Context: an optimization exercise on an open-source flow, tuned for small area and a short achievable clock period. The choices shown serve that exercise and are no tape-out recipe.
In this exercise RTL edits were held to simulation tests only and were not proved equivalent to the original.
Power figures rest on the tool's default switching activity, not on a simulated workload.

==> design.v <==
module processor_arm #(parameter N = 64)
					  (input logic CLOCK_50, reset,
					   input logic ExtIRQ,
					   output logic [N-1:0] IM_addr,
					   input logic [31:0] IM_readData,
					   input logic [N-1:0] DM_readData,
					   output logic [N-1:0] DM_writeData, DM_addr,
					   output logic DM_writeEnable, DM_readEnable,
					   output logic ExtIAck);
	logic [31:0] I;
	logic [10:0] op;
	assign I  = IM_readData;
	assign op = I[31:21];
	logic isLDUR, isSTUR, isADD, isSUB, isAND, isORR, isCBZ, isMRS, isERET, isBR;
	assign isLDUR = (op == 11'b11111000010);
	assign isSTUR = (op == 11'b11111000000);
	assign isADD  = (op == 11'b10001011000);
	assign isSUB  = (op == 11'b11001011000);
	assign isAND  = (op == 11'b10001010000);
	assign isORR  = (op == 11'b10101010000);
	assign isCBZ  = (op[10:3] == 8'b10110100);
	assign isMRS  = (op == 11'b11010101001);
	assign isERET = (op == 11'b11010110100);
	assign isBR   = (op == 11'b11010110000);
	logic valid, nai, regWrite, branch;
	assign valid    = isLDUR | isSTUR | isADD | isSUB | isAND | isORR | isCBZ | isMRS | isERET | isBR;
	assign nai      = ~valid;
	assign regWrite = (isLDUR | isADD | isSUB | isAND | isORR | isMRS) & ~reset;
	assign branch   = isCBZ | isERET | isBR;
	assign DM_readEnable  = isLDUR & ~reset;
	assign DM_writeEnable = isSTUR & ~reset;
	logic [63:0] X [0:30];
	logic [4:0] ra1, ra2, wa;
	assign ra1 = I[9:5];
	assign ra2 = I[25] ? I[20:16] : I[4:0];
	assign wa  = I[4:0];
	logic [63:0] wd, rd1, rd2, rd1n, rd2n;
	assign rd1 = ~rd1n;
	assign rd2 = ~rd2n;
	genvar gi;
	generate
		for (gi = 0; gi < 31; gi++) begin : g_reg
			always_ff @(posedge CLOCK_50)
				if (regWrite && wa == gi) X[gi] <= wd;
		end
	endgenerate
	logic [30:0] sel1, sel2;
	onehot31 D1 (.a(ra1), .y(sel1));
	onehot31 D2 (.a(ra2), .y(sel2));
	generate
		for (gi = 0; gi < 64; gi++) begin : g_rd
			logic [30:0] col;
			for (genvar r = 0; r < 31; r++) begin : g_c
				assign col[r] = X[r][gi];
			end
			rmux31 M1 (.d(col), .s(sel1), .yn(rd1n[gi]));
			rmux31 M2 (.d(col), .s(sel2), .yn(rd2n[gi]));
		end
	endgenerate
	addr_gen AG (.an(rd1n), .imm(I[20:12]), .y(DM_addr));
	assign DM_writeData = rd2;
	logic [63:0] sum;
	alu_addsub AS (.an(rd1n), .bn(rd2n), .sub(I[30]), .y(sum));
	logic [63:2] PC, ERR, ELR;
	logic [1:0]  ESR;
	logic [63:0] excData;
	always_comb
		case (I[13:12])
			2'b00: excData = {ERR, 2'b00};
			2'b01: excData = {ELR, 2'b00};
			2'b10: excData = {62'b0, ESR};
			default: excData = '0;
		endcase
	always_comb
		if (isLDUR)          wd = DM_readData;
		else if (isMRS)      wd = excData;
		else if (isAND)      wd = rd1 & rd2;
		else if (isORR)      wd = rd1 | rd2;
		else                 wd = sum;
	logic zero, taken, EProc;
	logic [63:2] pcPlus4, nextPC;
	assign zero     = ~|rd2;
	assign taken    = branch & zero;
	logic [63:2] pcBranch;
	assign pcPlus4  = PC + 62'd1;
	assign pcBranch = PC + (isCBZ ? {{43{I[23]}}, I[23:5]} : 62'd0);
	assign nextPC   = taken ? (isERET ? ERR : pcBranch) : pcPlus4;
	assign EProc    = (ExtIRQ | nai) & ~reset;
	always_ff @(posedge CLOCK_50, posedge reset)
		if (reset) PC <= '0;
		else if (EProc) PC <= 62'd54;    
		else PC <= nextPC;
	always_ff @(posedge CLOCK_50, posedge reset)
		if (reset) begin
			ERR <= '0;
			ELR <= '0;
			ESR <= '0;
		end else if (EProc) begin
			ERR <= nextPC;
			ELR <= PC;
			ESR <= nai ? 2'b10 : 2'b01;
		end
	assign IM_addr = {PC, 2'b00};
	assign ExtIAck = ExtIRQ & (PC == 62'd54);
endmodule
module onehot31 (input logic [4:0] a,
				 output logic [30:0] y);
	always_comb
		for (int i = 0; i < 31; i++) y[i] = (a == i);
endmodule
module rmux31 (input logic [30:0] d, s,
			   output logic yn);
	logic [10:0] g;
	logic [2:0]  h;
	for (genvar k = 0; k < 10; k++) begin : g_aoi
		aoi222 A (.a1(d[3*k]), .a2(s[3*k]), .b1(d[3*k+1]), .b2(s[3*k+1]),
				  .c1(d[3*k+2]), .c2(s[3*k+2]), .y(g[k]));
	end
	nand2g N0 (.a(d[30]), .b(s[30]), .y(g[10]));
	nand4g N1 (.a(g[0]), .b(g[1]), .c(g[2]), .d(g[3]), .y(h[0]));
	nand4g N2 (.a(g[4]), .b(g[5]), .c(g[6]), .d(g[7]), .y(h[1]));
	nand3g N3 (.a(g[8]), .b(g[9]), .c(g[10]), .y(h[2]));
	nor3g  O1 (.a(h[0]), .b(h[1]), .c(h[2]), .y(yn));
endmodule
module aoi222 (input logic a1, a2, b1, b2, c1, c2, output logic y);
	assign y = ~((a1 & a2) | (b1 & b2) | (c1 & c2));
endmodule
module nand2g (input logic a, b, output logic y);
	assign y = ~(a & b);
endmodule
module nand3g (input logic a, b, c, output logic y);
	assign y = ~(a & b & c);
endmodule
module nand4g (input logic a, b, c, d, output logic y);
	assign y = ~(a & b & c & d);
endmodule
module nor3g (input logic a, b, c, output logic y);
	assign y = ~(a | b | c);
endmodule
module alu_addsub (input logic [63:0] an, bn,
				   input logic sub,
				   output logic [63:0] y);
	logic [63:0] a, b;
	assign a = ~an;
	assign b = ~bn;
	logic [63:0] bb, g, p;
	assign bb = b ^ {64{sub}};
	assign g = a & bb;
	assign p = a ^ bb;
	logic [63:0] G [0:12];
	logic [63:0] P [0:12];
	logic [64:0] c;
	logic [63:0] g0;
	assign g0 = {g[63:1], g[0] | (p[0] & sub)};
	assign G[0] = g0; assign P[0] = p;
	for (genvar l = 0; l < 6; l++) begin : up
		for (genvar i = 0; i < 64; i++) begin : b
			if ((i % (2 << l)) == (2 << l) - 1) begin
				assign G[l+1][i] = G[l][i] | (P[l][i] & G[l][i - (1 << l)]);
				assign P[l+1][i] = P[l][i] & P[l][i - (1 << l)];
			end else begin
				assign G[l+1][i] = G[l][i];
				assign P[l+1][i] = P[l][i];
			end
		end
	end
	for (genvar l = 5; l > 0; l--) begin : dn
		for (genvar i = 0; i < 64; i++) begin : b
			if ((i % (1 << l)) == (1 << (l-1)) - 1 && i >= (1 << l)) begin
				assign G[12-l][i] = G[11-l][i] | (P[11-l][i] & G[11-l][i - (1 << (l-1))]);
				assign P[12-l][i] = P[11-l][i] & P[11-l][i - (1 << (l-1))];
			end else begin
				assign G[12-l][i] = G[11-l][i];
				assign P[12-l][i] = P[11-l][i];
			end
		end
	end
	assign y = p ^ {G[11][62:0], sub};
endmodule
module addr_gen (input logic [63:0] an,
				 input logic [8:0] imm,
				 output logic [63:0] y);
	logic [9:0] lo;
	logic c9;
	add9 L (.an(an[8:0]), .b(imm), .s(lo));
	carry9 C (.an(an[8:0]), .b(imm), .c(c9));
	assign y[8:0] = lo[8:0];
	logic n1;
	nor2g G1 (.a(an[10]), .b(an[9]), .y(n1));
	logic n2;
	nor2g G2 (.a(an[12]), .b(an[11]), .y(n2));
	logic n3;
	nor2g G3 (.a(an[14]), .b(an[13]), .y(n3));
	logic n4;
	nor2g G4 (.a(an[16]), .b(an[15]), .y(n4));
	logic n5;
	nor2g G5 (.a(an[18]), .b(an[17]), .y(n5));
	logic n6;
	nor2g G6 (.a(an[20]), .b(an[19]), .y(n6));
	logic n7;
	nor2g G7 (.a(an[22]), .b(an[21]), .y(n7));
	logic n8;
	nor2g G8 (.a(an[24]), .b(an[23]), .y(n8));
	logic n9;
	nor2g G9 (.a(an[26]), .b(an[25]), .y(n9));
	logic n10;
	nor2g G10 (.a(an[28]), .b(an[27]), .y(n10));
	logic n11;
	nor2g G11 (.a(an[30]), .b(an[29]), .y(n11));
	logic n12;
	nor2g G12 (.a(an[32]), .b(an[31]), .y(n12));
	logic n13;
	nor2g G13 (.a(an[34]), .b(an[33]), .y(n13));
	logic n14;
	nor2g G14 (.a(an[36]), .b(an[35]), .y(n14));
	logic n15;
	nor2g G15 (.a(an[38]), .b(an[37]), .y(n15));
	logic n16;
	nor2g G16 (.a(an[40]), .b(an[39]), .y(n16));
	logic n17;
	nor2g G17 (.a(an[42]), .b(an[41]), .y(n17));
	logic n18;
	nor2g G18 (.a(an[44]), .b(an[43]), .y(n18));
	logic n19;
	nor2g G19 (.a(an[46]), .b(an[45]), .y(n19));
	logic n20;
	nor2g G20 (.a(an[48]), .b(an[47]), .y(n20));
	logic n21;
	nor2g G21 (.a(an[50]), .b(an[49]), .y(n21));
	logic n22;
	nor2g G22 (.a(an[52]), .b(an[51]), .y(n22));
	logic n23;
	nor2g G23 (.a(an[54]), .b(an[53]), .y(n23));
	logic n24;
	nor2g G24 (.a(an[56]), .b(an[55]), .y(n24));
	logic n25;
	nor2g G25 (.a(an[58]), .b(an[57]), .y(n25));
	logic n26;
	nor2g G26 (.a(an[60]), .b(an[59]), .y(n26));
	logic n27;
	nor2g G27 (.a(an[62]), .b(an[61]), .y(n27));
	logic n28;
	logic n28i;
	invg I28 (.a(n1), .y(n28i));
	nor2g G28 (.a(n28i), .b(an[11]), .y(n28));
	logic n29;
	nand2g G29 (.a(n2), .b(n1), .y(n29));
	logic n30;
	logic n30i;
	invg I30 (.a(n3), .y(n30i));
	nor2g G30 (.a(n30i), .b(an[15]), .y(n30));
	logic n31;
	nand2g G31 (.a(n4), .b(n3), .y(n31));
	logic n32;
	logic n32i;
	invg I32 (.a(n5), .y(n32i));
	nor2g G32 (.a(n32i), .b(an[19]), .y(n32));
	logic n33;
	nand2g G33 (.a(n6), .b(n5), .y(n33));
	logic n34;
	logic n34i;
	invg I34 (.a(n7), .y(n34i));
	nor2g G34 (.a(n34i), .b(an[23]), .y(n34));
	logic n35;
	nand2g G35 (.a(n8), .b(n7), .y(n35));
	logic n36;
	logic n36i;
	invg I36 (.a(n9), .y(n36i));
	nor2g G36 (.a(n36i), .b(an[27]), .y(n36));
	logic n37;
	nand2g G37 (.a(n10), .b(n9), .y(n37));
	logic n38;
	logic n38i;
	invg I38 (.a(n11), .y(n38i));
	nor2g G38 (.a(n38i), .b(an[31]), .y(n38));
	logic n39;
	nand2g G39 (.a(n12), .b(n11), .y(n39));
	logic n40;
	logic n40i;
	invg I40 (.a(n13), .y(n40i));
	nor2g G40 (.a(n40i), .b(an[35]), .y(n40));
	logic n41;
	nand2g G41 (.a(n14), .b(n13), .y(n41));
	logic n42;
	logic n42i;
	invg I42 (.a(n15), .y(n42i));
	nor2g G42 (.a(n42i), .b(an[39]), .y(n42));
	logic n43;
	nand2g G43 (.a(n16), .b(n15), .y(n43));
	logic n44;
	logic n44i;
	invg I44 (.a(n17), .y(n44i));
	nor2g G44 (.a(n44i), .b(an[43]), .y(n44));
	logic n45;
	nand2g G45 (.a(n18), .b(n17), .y(n45));
	logic n46;
	logic n46i;
	invg I46 (.a(n19), .y(n46i));
	nor2g G46 (.a(n46i), .b(an[47]), .y(n46));
	logic n47;
	nand2g G47 (.a(n20), .b(n19), .y(n47));
	logic n48;
	logic n48i;
	invg I48 (.a(n21), .y(n48i));
	nor2g G48 (.a(n48i), .b(an[51]), .y(n48));
	logic n49;
	nand2g G49 (.a(n22), .b(n21), .y(n49));
	logic n50;
	logic n50i;
	invg I50 (.a(n23), .y(n50i));
	nor2g G50 (.a(n50i), .b(an[55]), .y(n50));
	logic n51;
	nand2g G51 (.a(n24), .b(n23), .y(n51));
	logic n52;
	logic n52i;
	invg I52 (.a(n25), .y(n52i));
	nor2g G52 (.a(n52i), .b(an[59]), .y(n52));
	logic n53;
	nand2g G53 (.a(n26), .b(n25), .y(n53));
	logic n54;
	nor2g G54 (.a(an[13]), .b(n29), .y(n54));
	logic n55;
	logic n55i;
	invg I55 (.a(n3), .y(n55i));
	nor2g G55 (.a(n55i), .b(n29), .y(n55));
	logic n56;
	logic n56i;
	invg I56 (.a(n30), .y(n56i));
	nor2g G56 (.a(n56i), .b(n29), .y(n56));
	logic n57;
	nor2g G57 (.a(n31), .b(n29), .y(n57));
	logic n58;
	nor2g G58 (.a(an[21]), .b(n33), .y(n58));
	logic n59;
	logic n59i;
	invg I59 (.a(n7), .y(n59i));
	nor2g G59 (.a(n59i), .b(n33), .y(n59));
	logic n60;
	logic n60i;
	invg I60 (.a(n34), .y(n60i));
	nor2g G60 (.a(n60i), .b(n33), .y(n60));
	logic n61;
	nor2g G61 (.a(n35), .b(n33), .y(n61));
	logic n62;
	nor2g G62 (.a(an[29]), .b(n37), .y(n62));
	logic n63;
	logic n63i;
	invg I63 (.a(n11), .y(n63i));
	nor2g G63 (.a(n63i), .b(n37), .y(n63));
	logic n64;
	logic n64i;
	invg I64 (.a(n38), .y(n64i));
	nor2g G64 (.a(n64i), .b(n37), .y(n64));
	logic n65;
	nor2g G65 (.a(n39), .b(n37), .y(n65));
	logic n66;
	nor2g G66 (.a(an[37]), .b(n41), .y(n66));
	logic n67;
	logic n67i;
	invg I67 (.a(n15), .y(n67i));
	nor2g G67 (.a(n67i), .b(n41), .y(n67));
	logic n68;
	logic n68i;
	invg I68 (.a(n42), .y(n68i));
	nor2g G68 (.a(n68i), .b(n41), .y(n68));
	logic n69;
	nor2g G69 (.a(n43), .b(n41), .y(n69));
	logic n70;
	nor2g G70 (.a(an[45]), .b(n45), .y(n70));
	logic n71;
	logic n71i;
	invg I71 (.a(n19), .y(n71i));
	nor2g G71 (.a(n71i), .b(n45), .y(n71));
	logic n72;
	logic n72i;
	invg I72 (.a(n46), .y(n72i));
	nor2g G72 (.a(n72i), .b(n45), .y(n72));
	logic n73;
	nor2g G73 (.a(n47), .b(n45), .y(n73));
	logic n74;
	nor2g G74 (.a(an[53]), .b(n49), .y(n74));
	logic n75;
	logic n75i;
	invg I75 (.a(n23), .y(n75i));
	nor2g G75 (.a(n75i), .b(n49), .y(n75));
	logic n76;
	logic n76i;
	invg I76 (.a(n50), .y(n76i));
	nor2g G76 (.a(n76i), .b(n49), .y(n76));
	logic n77;
	nor2g G77 (.a(n51), .b(n49), .y(n77));
	logic n78;
	nor2g G78 (.a(an[61]), .b(n53), .y(n78));
	logic n79;
	logic n79i;
	invg I79 (.a(n27), .y(n79i));
	nor2g G79 (.a(n79i), .b(n53), .y(n79));
	logic n80;
	logic n80i;
	invg I80 (.a(n57), .y(n80i));
	nor2g G80 (.a(n80i), .b(an[17]), .y(n80));
	logic n81;
	nand2g G81 (.a(n5), .b(n57), .y(n81));
	logic n82;
	nand2g G82 (.a(n32), .b(n57), .y(n82));
	logic n83;
	logic n83i;
	invg I83 (.a(n57), .y(n83i));
	nor2g G83 (.a(n83i), .b(n33), .y(n83));
	logic n84;
	nand2g G84 (.a(n58), .b(n57), .y(n84));
	logic n85;
	nand2g G85 (.a(n59), .b(n57), .y(n85));
	logic n86;
	nand2g G86 (.a(n60), .b(n57), .y(n86));
	logic n87;
	nand2g G87 (.a(n61), .b(n57), .y(n87));
	logic n88;
	logic n88i;
	invg I88 (.a(n65), .y(n88i));
	nor2g G88 (.a(n88i), .b(an[33]), .y(n88));
	logic n89;
	nand2g G89 (.a(n13), .b(n65), .y(n89));
	logic n90;
	nand2g G90 (.a(n40), .b(n65), .y(n90));
	logic n91;
	logic n91i;
	invg I91 (.a(n65), .y(n91i));
	nor2g G91 (.a(n91i), .b(n41), .y(n91));
	logic n92;
	nand2g G92 (.a(n66), .b(n65), .y(n92));
	logic n93;
	nand2g G93 (.a(n67), .b(n65), .y(n93));
	logic n94;
	nand2g G94 (.a(n68), .b(n65), .y(n94));
	logic n95;
	nand2g G95 (.a(n69), .b(n65), .y(n95));
	logic n96;
	logic n96i;
	invg I96 (.a(n73), .y(n96i));
	nor2g G96 (.a(n96i), .b(an[49]), .y(n96));
	logic n97;
	nand2g G97 (.a(n21), .b(n73), .y(n97));
	logic n98;
	nand2g G98 (.a(n48), .b(n73), .y(n98));
	logic n99;
	logic n99i;
	invg I99 (.a(n73), .y(n99i));
	nor2g G99 (.a(n99i), .b(n49), .y(n99));
	logic n100;
	nand2g G100 (.a(n74), .b(n73), .y(n100));
	logic n101;
	nand2g G101 (.a(n75), .b(n73), .y(n101));
	logic n102;
	nand2g G102 (.a(n76), .b(n73), .y(n102));
	logic n103;
	nand2g G103 (.a(n77), .b(n73), .y(n103));
	logic n104;
	nor2g G104 (.a(an[25]), .b(n87), .y(n104));
	logic n105;
	logic n105i;
	invg I105 (.a(n9), .y(n105i));
	nor2g G105 (.a(n105i), .b(n87), .y(n105));
	logic n106;
	logic n106i;
	invg I106 (.a(n36), .y(n106i));
	nor2g G106 (.a(n106i), .b(n87), .y(n106));
	logic n107;
	nor2g G107 (.a(n37), .b(n87), .y(n107));
	logic n108;
	logic n108i;
	invg I108 (.a(n62), .y(n108i));
	nor2g G108 (.a(n108i), .b(n87), .y(n108));
	logic n109;
	logic n109i;
	invg I109 (.a(n63), .y(n109i));
	nor2g G109 (.a(n109i), .b(n87), .y(n109));
	logic n110;
	logic n110i;
	invg I110 (.a(n64), .y(n110i));
	nor2g G110 (.a(n110i), .b(n87), .y(n110));
	logic n111;
	logic n111i;
	invg I111 (.a(n65), .y(n111i));
	nor2g G111 (.a(n111i), .b(n87), .y(n111));
	logic n112;
	logic n112i;
	invg I112 (.a(n88), .y(n112i));
	nor2g G112 (.a(n112i), .b(n87), .y(n112));
	logic n113;
	nor2g G113 (.a(n89), .b(n87), .y(n113));
	logic n114;
	nor2g G114 (.a(n90), .b(n87), .y(n114));
	logic n115;
	logic n115i;
	invg I115 (.a(n91), .y(n115i));
	nor2g G115 (.a(n115i), .b(n87), .y(n115));
	logic n116;
	nor2g G116 (.a(n92), .b(n87), .y(n116));
	logic n117;
	nor2g G117 (.a(n93), .b(n87), .y(n117));
	logic n118;
	nor2g G118 (.a(n94), .b(n87), .y(n118));
	logic n119;
	nor2g G119 (.a(n95), .b(n87), .y(n119));
	logic n120;
	nor2g G120 (.a(an[57]), .b(n103), .y(n120));
	logic n121;
	logic n121i;
	invg I121 (.a(n25), .y(n121i));
	nor2g G121 (.a(n121i), .b(n103), .y(n121));
	logic n122;
	logic n122i;
	invg I122 (.a(n52), .y(n122i));
	nor2g G122 (.a(n122i), .b(n103), .y(n122));
	logic n123;
	nor2g G123 (.a(n53), .b(n103), .y(n123));
	logic n124;
	logic n124i;
	invg I124 (.a(n78), .y(n124i));
	nor2g G124 (.a(n124i), .b(n103), .y(n124));
	logic n125;
	logic n125i;
	invg I125 (.a(n79), .y(n125i));
	nor2g G125 (.a(n125i), .b(n103), .y(n125));
	logic n126;
	logic n126i;
	invg I126 (.a(n119), .y(n126i));
	nor2g G126 (.a(n126i), .b(an[41]), .y(n126));
	logic n127;
	nand2g G127 (.a(n17), .b(n119), .y(n127));
	logic n128;
	nand2g G128 (.a(n44), .b(n119), .y(n128));
	logic n129;
	logic n129i;
	invg I129 (.a(n119), .y(n129i));
	nor2g G129 (.a(n129i), .b(n45), .y(n129));
	logic n130;
	nand2g G130 (.a(n70), .b(n119), .y(n130));
	logic n131;
	nand2g G131 (.a(n71), .b(n119), .y(n131));
	logic n132;
	nand2g G132 (.a(n72), .b(n119), .y(n132));
	logic n133;
	nand2g G133 (.a(n73), .b(n119), .y(n133));
	logic n134;
	nand2g G134 (.a(n96), .b(n119), .y(n134));
	logic n135;
	logic n135i;
	invg I135 (.a(n119), .y(n135i));
	nor2g G135 (.a(n135i), .b(n97), .y(n135));
	logic n136;
	logic n136i;
	invg I136 (.a(n119), .y(n136i));
	nor2g G136 (.a(n136i), .b(n98), .y(n136));
	logic n137;
	nand2g G137 (.a(n99), .b(n119), .y(n137));
	logic n138;
	logic n138i;
	invg I138 (.a(n119), .y(n138i));
	nor2g G138 (.a(n138i), .b(n100), .y(n138));
	logic n139;
	logic n139i;
	invg I139 (.a(n119), .y(n139i));
	nor2g G139 (.a(n139i), .b(n101), .y(n139));
	logic n140;
	logic n140i;
	invg I140 (.a(n119), .y(n140i));
	nor2g G140 (.a(n140i), .b(n102), .y(n140));
	logic n141;
	logic n141i;
	invg I141 (.a(n119), .y(n141i));
	nor2g G141 (.a(n141i), .b(n103), .y(n141));
	logic n142;
	nand2g G142 (.a(n120), .b(n119), .y(n142));
	logic n143;
	nand2g G143 (.a(n121), .b(n119), .y(n143));
	logic n144;
	nand2g G144 (.a(n122), .b(n119), .y(n144));
	logic n145;
	nand2g G145 (.a(n123), .b(n119), .y(n145));
	logic n146;
	nand2g G146 (.a(n124), .b(n119), .y(n146));
	logic n147;
	nand2g G147 (.a(n125), .b(n119), .y(n147));
	logic n148;
	nand2g G148 (.a(an[10]), .b(an[9]), .y(n148));
	logic n149;
	nand2g G149 (.a(an[12]), .b(an[11]), .y(n149));
	logic n150;
	nand2g G150 (.a(an[14]), .b(an[13]), .y(n150));
	logic n151;
	nand2g G151 (.a(an[16]), .b(an[15]), .y(n151));
	logic n152;
	nand2g G152 (.a(an[18]), .b(an[17]), .y(n152));
	logic n153;
	nand2g G153 (.a(an[20]), .b(an[19]), .y(n153));
	logic n154;
	nand2g G154 (.a(an[22]), .b(an[21]), .y(n154));
	logic n155;
	nand2g G155 (.a(an[24]), .b(an[23]), .y(n155));
	logic n156;
	nand2g G156 (.a(an[26]), .b(an[25]), .y(n156));
	logic n157;
	nand2g G157 (.a(an[28]), .b(an[27]), .y(n157));
	logic n158;
	nand2g G158 (.a(an[30]), .b(an[29]), .y(n158));
	logic n159;
	nand2g G159 (.a(an[32]), .b(an[31]), .y(n159));
	logic n160;
	nand2g G160 (.a(an[34]), .b(an[33]), .y(n160));
	logic n161;
	nand2g G161 (.a(an[36]), .b(an[35]), .y(n161));
	logic n162;
	nand2g G162 (.a(an[38]), .b(an[37]), .y(n162));
	logic n163;
	nand2g G163 (.a(an[40]), .b(an[39]), .y(n163));
	logic n164;
	nand2g G164 (.a(an[42]), .b(an[41]), .y(n164));
	logic n165;
	nand2g G165 (.a(an[44]), .b(an[43]), .y(n165));
	logic n166;
	nand2g G166 (.a(an[46]), .b(an[45]), .y(n166));
	logic n167;
	nand2g G167 (.a(an[48]), .b(an[47]), .y(n167));
	logic n168;
	nand2g G168 (.a(an[50]), .b(an[49]), .y(n168));
	logic n169;
	nand2g G169 (.a(an[52]), .b(an[51]), .y(n169));
	logic n170;
	nand2g G170 (.a(an[54]), .b(an[53]), .y(n170));
	logic n171;
	nand2g G171 (.a(an[56]), .b(an[55]), .y(n171));
	logic n172;
	nand2g G172 (.a(an[58]), .b(an[57]), .y(n172));
	logic n173;
	nand2g G173 (.a(an[60]), .b(an[59]), .y(n173));
	logic n174;
	nand2g G174 (.a(an[62]), .b(an[61]), .y(n174));
	logic n175;
	logic n175i;
	invg I175 (.a(an[11]), .y(n175i));
	nor2g G175 (.a(n175i), .b(n148), .y(n175));
	logic n176;
	nor2g G176 (.a(n149), .b(n148), .y(n176));
	logic n177;
	logic n177i;
	invg I177 (.a(an[15]), .y(n177i));
	nor2g G177 (.a(n177i), .b(n150), .y(n177));
	logic n178;
	nor2g G178 (.a(n151), .b(n150), .y(n178));
	logic n179;
	logic n179i;
	invg I179 (.a(an[19]), .y(n179i));
	nor2g G179 (.a(n179i), .b(n152), .y(n179));
	logic n180;
	nor2g G180 (.a(n153), .b(n152), .y(n180));
	logic n181;
	logic n181i;
	invg I181 (.a(an[23]), .y(n181i));
	nor2g G181 (.a(n181i), .b(n154), .y(n181));
	logic n182;
	nor2g G182 (.a(n155), .b(n154), .y(n182));
	logic n183;
	logic n183i;
	invg I183 (.a(an[27]), .y(n183i));
	nor2g G183 (.a(n183i), .b(n156), .y(n183));
	logic n184;
	nor2g G184 (.a(n157), .b(n156), .y(n184));
	logic n185;
	logic n185i;
	invg I185 (.a(an[31]), .y(n185i));
	nor2g G185 (.a(n185i), .b(n158), .y(n185));
	logic n186;
	nor2g G186 (.a(n159), .b(n158), .y(n186));
	logic n187;
	logic n187i;
	invg I187 (.a(an[35]), .y(n187i));
	nor2g G187 (.a(n187i), .b(n160), .y(n187));
	logic n188;
	nor2g G188 (.a(n161), .b(n160), .y(n188));
	logic n189;
	logic n189i;
	invg I189 (.a(an[39]), .y(n189i));
	nor2g G189 (.a(n189i), .b(n162), .y(n189));
	logic n190;
	nor2g G190 (.a(n163), .b(n162), .y(n190));
	logic n191;
	logic n191i;
	invg I191 (.a(an[43]), .y(n191i));
	nor2g G191 (.a(n191i), .b(n164), .y(n191));
	logic n192;
	nor2g G192 (.a(n165), .b(n164), .y(n192));
	logic n193;
	logic n193i;
	invg I193 (.a(an[47]), .y(n193i));
	nor2g G193 (.a(n193i), .b(n166), .y(n193));
	logic n194;
	nor2g G194 (.a(n167), .b(n166), .y(n194));
	logic n195;
	logic n195i;
	invg I195 (.a(an[51]), .y(n195i));
	nor2g G195 (.a(n195i), .b(n168), .y(n195));
	logic n196;
	nor2g G196 (.a(n169), .b(n168), .y(n196));
	logic n197;
	logic n197i;
	invg I197 (.a(an[55]), .y(n197i));
	nor2g G197 (.a(n197i), .b(n170), .y(n197));
	logic n198;
	nor2g G198 (.a(n171), .b(n170), .y(n198));
	logic n199;
	logic n199i;
	invg I199 (.a(an[59]), .y(n199i));
	nor2g G199 (.a(n199i), .b(n172), .y(n199));
	logic n200;
	nor2g G200 (.a(n173), .b(n172), .y(n200));
	logic n201;
	nand2g G201 (.a(an[13]), .b(n176), .y(n201));
	logic n202;
	logic n202i;
	invg I202 (.a(n176), .y(n202i));
	nor2g G202 (.a(n202i), .b(n150), .y(n202));
	logic n203;
	nand2g G203 (.a(n177), .b(n176), .y(n203));
	logic n204;
	nand2g G204 (.a(n178), .b(n176), .y(n204));
	logic n205;
	nand2g G205 (.a(an[21]), .b(n180), .y(n205));
	logic n206;
	logic n206i;
	invg I206 (.a(n180), .y(n206i));
	nor2g G206 (.a(n206i), .b(n154), .y(n206));
	logic n207;
	nand2g G207 (.a(n181), .b(n180), .y(n207));
	logic n208;
	nand2g G208 (.a(n182), .b(n180), .y(n208));
	logic n209;
	nand2g G209 (.a(an[29]), .b(n184), .y(n209));
	logic n210;
	logic n210i;
	invg I210 (.a(n184), .y(n210i));
	nor2g G210 (.a(n210i), .b(n158), .y(n210));
	logic n211;
	nand2g G211 (.a(n185), .b(n184), .y(n211));
	logic n212;
	nand2g G212 (.a(n186), .b(n184), .y(n212));
	logic n213;
	nand2g G213 (.a(an[37]), .b(n188), .y(n213));
	logic n214;
	logic n214i;
	invg I214 (.a(n188), .y(n214i));
	nor2g G214 (.a(n214i), .b(n162), .y(n214));
	logic n215;
	nand2g G215 (.a(n189), .b(n188), .y(n215));
	logic n216;
	nand2g G216 (.a(n190), .b(n188), .y(n216));
	logic n217;
	nand2g G217 (.a(an[45]), .b(n192), .y(n217));
	logic n218;
	logic n218i;
	invg I218 (.a(n192), .y(n218i));
	nor2g G218 (.a(n218i), .b(n166), .y(n218));
	logic n219;
	nand2g G219 (.a(n193), .b(n192), .y(n219));
	logic n220;
	nand2g G220 (.a(n194), .b(n192), .y(n220));
	logic n221;
	nand2g G221 (.a(an[53]), .b(n196), .y(n221));
	logic n222;
	logic n222i;
	invg I222 (.a(n196), .y(n222i));
	nor2g G222 (.a(n222i), .b(n170), .y(n222));
	logic n223;
	nand2g G223 (.a(n197), .b(n196), .y(n223));
	logic n224;
	nand2g G224 (.a(n198), .b(n196), .y(n224));
	logic n225;
	nand2g G225 (.a(an[61]), .b(n200), .y(n225));
	logic n226;
	logic n226i;
	invg I226 (.a(n200), .y(n226i));
	nor2g G226 (.a(n226i), .b(n174), .y(n226));
	logic n227;
	logic n227i;
	invg I227 (.a(an[17]), .y(n227i));
	nor2g G227 (.a(n227i), .b(n204), .y(n227));
	logic n228;
	nor2g G228 (.a(n152), .b(n204), .y(n228));
	logic n229;
	logic n229i;
	invg I229 (.a(n179), .y(n229i));
	nor2g G229 (.a(n229i), .b(n204), .y(n229));
	logic n230;
	logic n230i;
	invg I230 (.a(n180), .y(n230i));
	nor2g G230 (.a(n230i), .b(n204), .y(n230));
	logic n231;
	nor2g G231 (.a(n205), .b(n204), .y(n231));
	logic n232;
	logic n232i;
	invg I232 (.a(n206), .y(n232i));
	nor2g G232 (.a(n232i), .b(n204), .y(n232));
	logic n233;
	nor2g G233 (.a(n207), .b(n204), .y(n233));
	logic n234;
	nor2g G234 (.a(n208), .b(n204), .y(n234));
	logic n235;
	logic n235i;
	invg I235 (.a(an[33]), .y(n235i));
	nor2g G235 (.a(n235i), .b(n212), .y(n235));
	logic n236;
	nor2g G236 (.a(n160), .b(n212), .y(n236));
	logic n237;
	logic n237i;
	invg I237 (.a(n187), .y(n237i));
	nor2g G237 (.a(n237i), .b(n212), .y(n237));
	logic n238;
	logic n238i;
	invg I238 (.a(n188), .y(n238i));
	nor2g G238 (.a(n238i), .b(n212), .y(n238));
	logic n239;
	nor2g G239 (.a(n213), .b(n212), .y(n239));
	logic n240;
	logic n240i;
	invg I240 (.a(n214), .y(n240i));
	nor2g G240 (.a(n240i), .b(n212), .y(n240));
	logic n241;
	nor2g G241 (.a(n215), .b(n212), .y(n241));
	logic n242;
	nor2g G242 (.a(n216), .b(n212), .y(n242));
	logic n243;
	logic n243i;
	invg I243 (.a(an[49]), .y(n243i));
	nor2g G243 (.a(n243i), .b(n220), .y(n243));
	logic n244;
	nor2g G244 (.a(n168), .b(n220), .y(n244));
	logic n245;
	logic n245i;
	invg I245 (.a(n195), .y(n245i));
	nor2g G245 (.a(n245i), .b(n220), .y(n245));
	logic n246;
	logic n246i;
	invg I246 (.a(n196), .y(n246i));
	nor2g G246 (.a(n246i), .b(n220), .y(n246));
	logic n247;
	nor2g G247 (.a(n221), .b(n220), .y(n247));
	logic n248;
	logic n248i;
	invg I248 (.a(n222), .y(n248i));
	nor2g G248 (.a(n248i), .b(n220), .y(n248));
	logic n249;
	nor2g G249 (.a(n223), .b(n220), .y(n249));
	logic n250;
	nor2g G250 (.a(n224), .b(n220), .y(n250));
	logic n251;
	nand2g G251 (.a(an[25]), .b(n234), .y(n251));
	logic n252;
	logic n252i;
	invg I252 (.a(n234), .y(n252i));
	nor2g G252 (.a(n252i), .b(n156), .y(n252));
	logic n253;
	nand2g G253 (.a(n183), .b(n234), .y(n253));
	logic n254;
	nand2g G254 (.a(n184), .b(n234), .y(n254));
	logic n255;
	logic n255i;
	invg I255 (.a(n234), .y(n255i));
	nor2g G255 (.a(n255i), .b(n209), .y(n255));
	logic n256;
	nand2g G256 (.a(n210), .b(n234), .y(n256));
	logic n257;
	logic n257i;
	invg I257 (.a(n234), .y(n257i));
	nor2g G257 (.a(n257i), .b(n211), .y(n257));
	logic n258;
	logic n258i;
	invg I258 (.a(n234), .y(n258i));
	nor2g G258 (.a(n258i), .b(n212), .y(n258));
	logic n259;
	nand2g G259 (.a(n235), .b(n234), .y(n259));
	logic n260;
	nand2g G260 (.a(n236), .b(n234), .y(n260));
	logic n261;
	nand2g G261 (.a(n237), .b(n234), .y(n261));
	logic n262;
	nand2g G262 (.a(n238), .b(n234), .y(n262));
	logic n263;
	nand2g G263 (.a(n239), .b(n234), .y(n263));
	logic n264;
	nand2g G264 (.a(n240), .b(n234), .y(n264));
	logic n265;
	nand2g G265 (.a(n241), .b(n234), .y(n265));
	logic n266;
	nand2g G266 (.a(n242), .b(n234), .y(n266));
	logic n267;
	nand2g G267 (.a(an[57]), .b(n250), .y(n267));
	logic n268;
	logic n268i;
	invg I268 (.a(n250), .y(n268i));
	nor2g G268 (.a(n268i), .b(n172), .y(n268));
	logic n269;
	nand2g G269 (.a(n199), .b(n250), .y(n269));
	logic n270;
	nand2g G270 (.a(n200), .b(n250), .y(n270));
	logic n271;
	logic n271i;
	invg I271 (.a(n250), .y(n271i));
	nor2g G271 (.a(n271i), .b(n225), .y(n271));
	logic n272;
	nand2g G272 (.a(n226), .b(n250), .y(n272));
	logic n273;
	logic n273i;
	invg I273 (.a(an[41]), .y(n273i));
	nor2g G273 (.a(n273i), .b(n266), .y(n273));
	logic n274;
	nor2g G274 (.a(n164), .b(n266), .y(n274));
	logic n275;
	logic n275i;
	invg I275 (.a(n191), .y(n275i));
	nor2g G275 (.a(n275i), .b(n266), .y(n275));
	logic n276;
	logic n276i;
	invg I276 (.a(n192), .y(n276i));
	nor2g G276 (.a(n276i), .b(n266), .y(n276));
	logic n277;
	nor2g G277 (.a(n217), .b(n266), .y(n277));
	logic n278;
	logic n278i;
	invg I278 (.a(n218), .y(n278i));
	nor2g G278 (.a(n278i), .b(n266), .y(n278));
	logic n279;
	nor2g G279 (.a(n219), .b(n266), .y(n279));
	logic n280;
	nor2g G280 (.a(n220), .b(n266), .y(n280));
	logic n281;
	logic n281i;
	invg I281 (.a(n243), .y(n281i));
	nor2g G281 (.a(n281i), .b(n266), .y(n281));
	logic n282;
	logic n282i;
	invg I282 (.a(n244), .y(n282i));
	nor2g G282 (.a(n282i), .b(n266), .y(n282));
	logic n283;
	logic n283i;
	invg I283 (.a(n245), .y(n283i));
	nor2g G283 (.a(n283i), .b(n266), .y(n283));
	logic n284;
	logic n284i;
	invg I284 (.a(n246), .y(n284i));
	nor2g G284 (.a(n284i), .b(n266), .y(n284));
	logic n285;
	logic n285i;
	invg I285 (.a(n247), .y(n285i));
	nor2g G285 (.a(n285i), .b(n266), .y(n285));
	logic n286;
	logic n286i;
	invg I286 (.a(n248), .y(n286i));
	nor2g G286 (.a(n286i), .b(n266), .y(n286));
	logic n287;
	logic n287i;
	invg I287 (.a(n249), .y(n287i));
	nor2g G287 (.a(n287i), .b(n266), .y(n287));
	logic n288;
	logic n288i;
	invg I288 (.a(n250), .y(n288i));
	nor2g G288 (.a(n288i), .b(n266), .y(n288));
	logic n289;
	nor2g G289 (.a(n267), .b(n266), .y(n289));
	logic n290;
	logic n290i;
	invg I290 (.a(n268), .y(n290i));
	nor2g G290 (.a(n290i), .b(n266), .y(n290));
	logic n291;
	nor2g G291 (.a(n269), .b(n266), .y(n291));
	logic n292;
	nor2g G292 (.a(n270), .b(n266), .y(n292));
	logic n293;
	logic n293i;
	invg I293 (.a(n271), .y(n293i));
	nor2g G293 (.a(n293i), .b(n266), .y(n293));
	logic n294;
	nor2g G294 (.a(n272), .b(n266), .y(n294));
	addr_bit0 B0 (.an(an[9]), .s(imm[8]), .c(c9), .y(y[9]));
	addr_bit #(.PP(1), .PZ(0)) B1 (.an(an[10]), .p(an[9]), .z(an[9]), .s(imm[8]), .c(c9), .y(y[10]));
	addr_bit #(.PP(0), .PZ(1)) B2 (.an(an[11]), .p(n1), .z(n148), .s(imm[8]), .c(c9), .y(y[11]));
	addr_bit #(.PP(0), .PZ(0)) B3 (.an(an[12]), .p(n28), .z(n175), .s(imm[8]), .c(c9), .y(y[12]));
	addr_bit #(.PP(1), .PZ(0)) B4 (.an(an[13]), .p(n29), .z(n176), .s(imm[8]), .c(c9), .y(y[13]));
	addr_bit #(.PP(0), .PZ(1)) B5 (.an(an[14]), .p(n54), .z(n201), .s(imm[8]), .c(c9), .y(y[14]));
	addr_bit #(.PP(0), .PZ(0)) B6 (.an(an[15]), .p(n55), .z(n202), .s(imm[8]), .c(c9), .y(y[15]));
	addr_bit #(.PP(0), .PZ(1)) B7 (.an(an[16]), .p(n56), .z(n203), .s(imm[8]), .c(c9), .y(y[16]));
	addr_bit #(.PP(0), .PZ(1)) B8 (.an(an[17]), .p(n57), .z(n204), .s(imm[8]), .c(c9), .y(y[17]));
	addr_bit #(.PP(0), .PZ(0)) B9 (.an(an[18]), .p(n80), .z(n227), .s(imm[8]), .c(c9), .y(y[18]));
	addr_bit #(.PP(1), .PZ(0)) B10 (.an(an[19]), .p(n81), .z(n228), .s(imm[8]), .c(c9), .y(y[19]));
	addr_bit #(.PP(1), .PZ(0)) B11 (.an(an[20]), .p(n82), .z(n229), .s(imm[8]), .c(c9), .y(y[20]));
	addr_bit #(.PP(0), .PZ(0)) B12 (.an(an[21]), .p(n83), .z(n230), .s(imm[8]), .c(c9), .y(y[21]));
	addr_bit #(.PP(1), .PZ(0)) B13 (.an(an[22]), .p(n84), .z(n231), .s(imm[8]), .c(c9), .y(y[22]));
	addr_bit #(.PP(1), .PZ(0)) B14 (.an(an[23]), .p(n85), .z(n232), .s(imm[8]), .c(c9), .y(y[23]));
	addr_bit #(.PP(1), .PZ(0)) B15 (.an(an[24]), .p(n86), .z(n233), .s(imm[8]), .c(c9), .y(y[24]));
	addr_bit #(.PP(1), .PZ(0)) B16 (.an(an[25]), .p(n87), .z(n234), .s(imm[8]), .c(c9), .y(y[25]));
	addr_bit #(.PP(0), .PZ(1)) B17 (.an(an[26]), .p(n104), .z(n251), .s(imm[8]), .c(c9), .y(y[26]));
	addr_bit #(.PP(0), .PZ(0)) B18 (.an(an[27]), .p(n105), .z(n252), .s(imm[8]), .c(c9), .y(y[27]));
	addr_bit #(.PP(0), .PZ(1)) B19 (.an(an[28]), .p(n106), .z(n253), .s(imm[8]), .c(c9), .y(y[28]));
	addr_bit #(.PP(0), .PZ(1)) B20 (.an(an[29]), .p(n107), .z(n254), .s(imm[8]), .c(c9), .y(y[29]));
	addr_bit #(.PP(0), .PZ(0)) B21 (.an(an[30]), .p(n108), .z(n255), .s(imm[8]), .c(c9), .y(y[30]));
	addr_bit #(.PP(0), .PZ(1)) B22 (.an(an[31]), .p(n109), .z(n256), .s(imm[8]), .c(c9), .y(y[31]));
	addr_bit #(.PP(0), .PZ(0)) B23 (.an(an[32]), .p(n110), .z(n257), .s(imm[8]), .c(c9), .y(y[32]));
	addr_bit #(.PP(0), .PZ(0)) B24 (.an(an[33]), .p(n111), .z(n258), .s(imm[8]), .c(c9), .y(y[33]));
	addr_bit #(.PP(0), .PZ(1)) B25 (.an(an[34]), .p(n112), .z(n259), .s(imm[8]), .c(c9), .y(y[34]));
	addr_bit #(.PP(0), .PZ(1)) B26 (.an(an[35]), .p(n113), .z(n260), .s(imm[8]), .c(c9), .y(y[35]));
	addr_bit #(.PP(0), .PZ(1)) B27 (.an(an[36]), .p(n114), .z(n261), .s(imm[8]), .c(c9), .y(y[36]));
	addr_bit #(.PP(0), .PZ(1)) B28 (.an(an[37]), .p(n115), .z(n262), .s(imm[8]), .c(c9), .y(y[37]));
	addr_bit #(.PP(0), .PZ(1)) B29 (.an(an[38]), .p(n116), .z(n263), .s(imm[8]), .c(c9), .y(y[38]));
	addr_bit #(.PP(0), .PZ(1)) B30 (.an(an[39]), .p(n117), .z(n264), .s(imm[8]), .c(c9), .y(y[39]));
	addr_bit #(.PP(0), .PZ(1)) B31 (.an(an[40]), .p(n118), .z(n265), .s(imm[8]), .c(c9), .y(y[40]));
	addr_bit #(.PP(0), .PZ(1)) B32 (.an(an[41]), .p(n119), .z(n266), .s(imm[8]), .c(c9), .y(y[41]));
	addr_bit #(.PP(0), .PZ(0)) B33 (.an(an[42]), .p(n126), .z(n273), .s(imm[8]), .c(c9), .y(y[42]));
	addr_bit #(.PP(1), .PZ(0)) B34 (.an(an[43]), .p(n127), .z(n274), .s(imm[8]), .c(c9), .y(y[43]));
	addr_bit #(.PP(1), .PZ(0)) B35 (.an(an[44]), .p(n128), .z(n275), .s(imm[8]), .c(c9), .y(y[44]));
	addr_bit #(.PP(0), .PZ(0)) B36 (.an(an[45]), .p(n129), .z(n276), .s(imm[8]), .c(c9), .y(y[45]));
	addr_bit #(.PP(1), .PZ(0)) B37 (.an(an[46]), .p(n130), .z(n277), .s(imm[8]), .c(c9), .y(y[46]));
	addr_bit #(.PP(1), .PZ(0)) B38 (.an(an[47]), .p(n131), .z(n278), .s(imm[8]), .c(c9), .y(y[47]));
	addr_bit #(.PP(1), .PZ(0)) B39 (.an(an[48]), .p(n132), .z(n279), .s(imm[8]), .c(c9), .y(y[48]));
	addr_bit #(.PP(1), .PZ(0)) B40 (.an(an[49]), .p(n133), .z(n280), .s(imm[8]), .c(c9), .y(y[49]));
	addr_bit #(.PP(1), .PZ(0)) B41 (.an(an[50]), .p(n134), .z(n281), .s(imm[8]), .c(c9), .y(y[50]));
	addr_bit #(.PP(0), .PZ(0)) B42 (.an(an[51]), .p(n135), .z(n282), .s(imm[8]), .c(c9), .y(y[51]));
	addr_bit #(.PP(0), .PZ(0)) B43 (.an(an[52]), .p(n136), .z(n283), .s(imm[8]), .c(c9), .y(y[52]));
	addr_bit #(.PP(1), .PZ(0)) B44 (.an(an[53]), .p(n137), .z(n284), .s(imm[8]), .c(c9), .y(y[53]));
	addr_bit #(.PP(0), .PZ(0)) B45 (.an(an[54]), .p(n138), .z(n285), .s(imm[8]), .c(c9), .y(y[54]));
	addr_bit #(.PP(0), .PZ(0)) B46 (.an(an[55]), .p(n139), .z(n286), .s(imm[8]), .c(c9), .y(y[55]));
	addr_bit #(.PP(0), .PZ(0)) B47 (.an(an[56]), .p(n140), .z(n287), .s(imm[8]), .c(c9), .y(y[56]));
	addr_bit #(.PP(0), .PZ(0)) B48 (.an(an[57]), .p(n141), .z(n288), .s(imm[8]), .c(c9), .y(y[57]));
	addr_bit #(.PP(1), .PZ(0)) B49 (.an(an[58]), .p(n142), .z(n289), .s(imm[8]), .c(c9), .y(y[58]));
	addr_bit #(.PP(1), .PZ(0)) B50 (.an(an[59]), .p(n143), .z(n290), .s(imm[8]), .c(c9), .y(y[59]));
	addr_bit #(.PP(1), .PZ(0)) B51 (.an(an[60]), .p(n144), .z(n291), .s(imm[8]), .c(c9), .y(y[60]));
	addr_bit #(.PP(1), .PZ(0)) B52 (.an(an[61]), .p(n145), .z(n292), .s(imm[8]), .c(c9), .y(y[61]));
	addr_bit #(.PP(1), .PZ(0)) B53 (.an(an[62]), .p(n146), .z(n293), .s(imm[8]), .c(c9), .y(y[62]));
	addr_bit #(.PP(1), .PZ(0)) B54 (.an(an[63]), .p(n147), .z(n294), .s(imm[8]), .c(c9), .y(y[63]));
endmodule
module add9 (input logic [8:0] an, b, output logic [9:0] s);
	assign s = {1'b0, ~an} + {1'b0, b};
endmodule
module carry9 (input logic [8:0] an, b, output logic c);
	logic [8:0] g, p;
	assign g = ~an & b;
	assign p = ~an | b;
	logic [3:0] g1n, p1n;       
	for (genvar k = 0; k < 4; k++) begin : l1
		aoi21g A (.a(g[2*k+2]), .b(p[2*k+2]), .c(g[2*k+1]), .y(g1n[k]));
		nand2g N (.a(p[2*k+2]), .b(p[2*k+1]), .y(p1n[k]));
	end
	logic [1:0] g2, p2;         
	for (genvar k = 0; k < 2; k++) begin : l2
		oai21g O (.a(g1n[2*k+1]), .b(p1n[2*k+1]), .c(g1n[2*k]), .y(g2[k]));
		nor2g  R (.a(p1n[2*k+1]), .b(p1n[2*k]), .y(p2[k]));
	end
	logic g3n, p3n;             
	aoi21g A3 (.a(g2[1]), .b(p2[1]), .c(g2[0]), .y(g3n));
	nand2g N3 (.a(p2[1]), .b(p2[0]), .y(p3n));
	logic g0n;
	assign g0n = an[0] | ~b[0];
	oai21g O4 (.a(g3n), .b(p3n), .c(g0n), .y(c));
endmodule
module aoi21g (input logic a, b, c, output logic y);
	assign y = ~(a | (b & c));
endmodule
module oai21g (input logic a, b, c, output logic y);
	assign y = ~(a & (b | c));
endmodule
module addr_bit #(parameter PP = 0, PZ = 0)
				 (input logic an, p, z, s, c, output logic y);
	logic pt, zt;
	assign pt = PP ? ~p : p;
	assign zt = PZ ? ~z : z;
	assign y = ~an ^ (c ? (~s & pt) : (s & zt));
endmodule
module addr_bit0 (input logic an, s, c, output logic y);
	assign y = ~an ^ (c ^ s);
endmodule
module nor2g (input logic a, b, output logic y);
	assign y = ~(a | b);
endmodule
module invg (input logic a, output logic y);
	assign y = ~a;
endmodule
==> run.sh <==
#!/bin/bash
# synth_recipe.tcl (not shown) runs the flow's synth.tcl, then flattens the netlist and writes it again
# the make line also repeats each setting of config.mk as NAME=value (left out here)
make -C /OpenROAD-flow-scripts/flow DESIGN_CONFIG=/design/flow/config.mk WORK_HOME=/design/flow/orfs CLKGATE_MAP_FILE= SYNTH_SCRIPT=/design/flow/synth_recipe.tcl finish
==> config.mk <==
export PLATFORM = sky130hd
export DESIGN_NAME = processor_arm
export DESIGN_NICKNAME = processor_arm
export VERILOG_FILES = /design/flow/design.v
export SDC_FILE = /design/flow/constraint.sdc
export NUM_CORES = 4
export LEC_CHECK = 0
export CAP_MARGIN = 20
export CORE_MARGIN = 2
export CORE_UTILIZATION = 40
export CTS_CLUSTER_DIAMETER = 60
export CTS_CLUSTER_SIZE = 30
export PLACE_DENSITY = 0.55
export SETUP_SLACK_MARGIN = 5
export SLEW_MARGIN = 20
export SYNTH_HIERARCHICAL = 1
==> constraint.sdc <==
create_clock -name core_clock -period 14.5 [get_ports {CLOCK_50}]
set_input_delay 2.9000 -clock core_clock [delete_from_list [all_inputs] [get_ports {CLOCK_50}]]
set_output_delay 2.9000 -clock core_clock [all_outputs]
set_load 0.01 [all_outputs]
==> impl_metrics.toml <==
[run_status]
status = "finished clean"

[pwr]
total_power_mw = 18.53
power_density_mw_per_mm2 = 147.1
p_leak_nw = 43.01
comb_power_share_pct = 27.5
p_sw_mw = 6.440
netSwitchingFraction_pct = 34.76
p_int_mw = 12.09
irDropWorstVdd_uv = 135.5
pwr-share-seq_pct = 45.4
p_clk_share_pct = 27.1

[sta]
worst_pin_slew_ns = 1.440
fmax_mhz = 100.4
rsz0062_at_grt = "yes"
fin_hold_ws_ns = 0.4676
hold_viol = 0
setup_slack_ns = 4.543
timing.final.crit_share_pct = 68.67
fin_worst_skew_ns = 0.06178
slew_headroom_pct = 3.670
maxSlewViolCount = 0
setup_viol = 0
final.setup.tns_ns = 0
period_needed_ns = 9.957

[clock_network]
clockBufferDepth = 3
numCtsBuffers = 156
clk_pin_slew_ns = 0.07
tritoncts = "built"
h-tree-depth = 4
cts_hold_buffers = 0
cts_root_buffer = "clkbuf_16"
clock_latency_ns = 0.91
cts_sinks = 2172

[detailed_routing]
drc = 0
wl_um = 511000
num_vias = 90180
wl_per_cell_um = 41.46
ant_nets = 0
drt_iter0_drc = 22550
vias_per_cell = 7.317
first_pass_iters = 15

[placed_design]
placed_cell_area_mm2 = 0.1123
post-place-ws_ns = 2.030
dp_hpwl_um = 300200
gp_congestion = 0.9516
port_buffers = 291
dp_cells = 11510

[worst_hold_path]
min_to = "ELR[30]"
hold_depth = 2
hold_class = "reg -> reg"
hp-start = "ELR[30]"

[floorplanning]
start_util_pct = 40.15
fp-row-count = 185
die-area_mm2 = 0.2585
die_x_um = 508.4
ios = 294
core_area_mm2 = 0.2535
die-height_um = 508.4

[setup_path]
path_cells = "buf_12 > nand2b_4 > buf_4 > buf_4 > nor2_4 > buf_12 > a222oi_1 > nand4_1 > nor3_4 > nand2_2 > nor2_4 > nand2_2 > nor2_4 > buf_6 > nand2_8 > buf_12 > buf_16 > nor2_4 > nand2_1 > o22ai_2 > xnor2_1 > buf_2"
crit_required_ns = 11.60
cp_data_arrival_time_ns = 7.06
path_class = "in -> out"
cpPeakStageDelay_ns = 0.47
r2r_start = "X[15][9]"
critPathCaptureType = "primary output"
reg2reg_depth = 21
crit_top_cell = "nor2_4"
rr_endpoint = "X[27][53]"
path_delay_family = "simple AND/OR/NAND/NOR gates"
worstPathMaxFanout = 40
cpMaxStageDelayCell = "a222oi_1"
rrSetupSlack_ns = 7.83
cp_num_buf_inv = 8
startpoint_type = "input port"

[global_route]
grt_max_degree = 176
gr-usage-all-layers_pct = 37.57
grt_pass1_wl_um = 675700
grt_pass1_vias = 83210
grt-ovfl-total = 0
grt_antenna_before_repair = 29

[finish]
final_common_cell = "edfxtp_1"
final_cell_mix = "1,984 x edfxtp_1, 1,280 x a222oi_1, 653 x nand2_1, 606 x nor2_1, 574 x buf_4"
final_nets = 9030
fillers = 21830
final_cells = 12320
drive_gt1_share_pct = 20.62
area_delta_synth_final_pct = 23.79
fin_util_pct = 49.71
fin_area_mm2 = 0.1260

[logic_synthesis]
avgSynthCellArea_um2 = 13.19
synthCells = 7715
yosys_warnings = 12
synth_area_mm2 = 0.1018

[job]
maxCapViolations = 0
-- power by group through the flow --
stage | clock, mW | sequential, mW | combinational, mW
floorplan | 0 | 8.60 | 2.02
global placement | 0 | 8.56 | 4.15
CTS | 5.01 | 8.42 | 4.63
finish | 5.01 | 8.42 | 5.10
detailed placement | 0 | 8.56 | 4.27
global route | 5.22 | 8.42 | 5.21
-- how the worst max path moves through the flow --
| stage | from | endpoint | slack, ns | depth (start not counted) |
|---|---|---|---|---|
| 5_1_grt | IM_readData[9] | DM_addr[59] | 4.55 | 25 |
| 4_1_cts | IM_readData[8] | DM_addr[44] | 4.80 | 22 |
| 2_1_floorplan | IM_readData[9] | DM_addr[26] | 4.33 | 14 |
| 3_3_place_gp | IM_readData[9] | DM_addr[62] | 2.02 | 19 |
| 3_5_place_dp | IM_readData[9] | DM_addr[57] | 2.03 | 19 |
| 6_report | IM_readData[9] | DM_addr[59] | 4.54 | 22 |
-- tightest hold or removal path, delay by kind of cell, from the launching register on --
family / cells / cell delay, ns
DFF: 1 / 0.34
and+or+nand+nor: 2 / 0.10
-- sequential cells by signal (all words and copies together) (netlist names) --
signal  count
X        1984
ELR        62
ERR        62
PC         62
ESR         2
-- metal layers --
| layer | track usage, % | vias up | share of wire, % |
|---|---|---|---|
| met5 | 0 | - | 0.058 |
| met2 | 52.78 | 8670 | 41 |
| met1 | 47.87 | 44580 | 34 |
| met3 | 16.05 | 1798 | 17 |
| met4 | 22.47 | 34 | 7.5 |
| li1 | - | 35100 | - |
-- layout make-up --
type,instances,area (um^2),share of cell area (%)
clock buffers,167,3988,3.165
clock inverters,126,1757,1.394
inverters,300,1137,0.9028
well taps,3366,4212,3.343
diodes,15,37.54,0.02979
flip-flops and latches,2172,64280,51.02
multi-input cells,5052,38680,30.71
repair buffers,1126,11890,9.435
-- timing repair --
action                     4_1_cts  5_1_grt
gates cloned                    40       23
gates resized for setup        591      265
pin swaps                      259      189
hold endpoints to repair         0        0
setup endpoints to repair     1808      881
buffers inserted               367       81

-- static timing again, ports no longer ideal --
How much do the figures lean on ideal ports? The routed layout below was timed once more, with nothing changed but the port constraints. Step 1 (the two cells are an assumption about what drives the block):
set clk [get_ports {CLOCK_50}]
set_driving_cell -lib_cell sky130_fd_sc_hd__clkbuf_16 $clk
set_driving_cell -lib_cell sky130_fd_sc_hd__buf_2 [delete_from_list [all_inputs] $clk]
Step 2 times the ports against the registers' clock, not the clock port: input delays grow and output delays shrink by t, the midpoint of the rising clock arrivals with the driver on. a / b / c = ideal / step 1 / step 2; a / b = the first two.
t (ns): 0.990
setup WS [ns]: 4.543 / 4.387 / 3.837
clock arrival spread, ns: 0.062 / 0.062
worst data-port slew with drivers (ns): 0.19
cell pins on the clock port's net: 1
After both steps setup and hold are still met in this run. For this run, drivers alone change the setup slack by -0.156 ns; drivers and shift together by -0.706 ns.
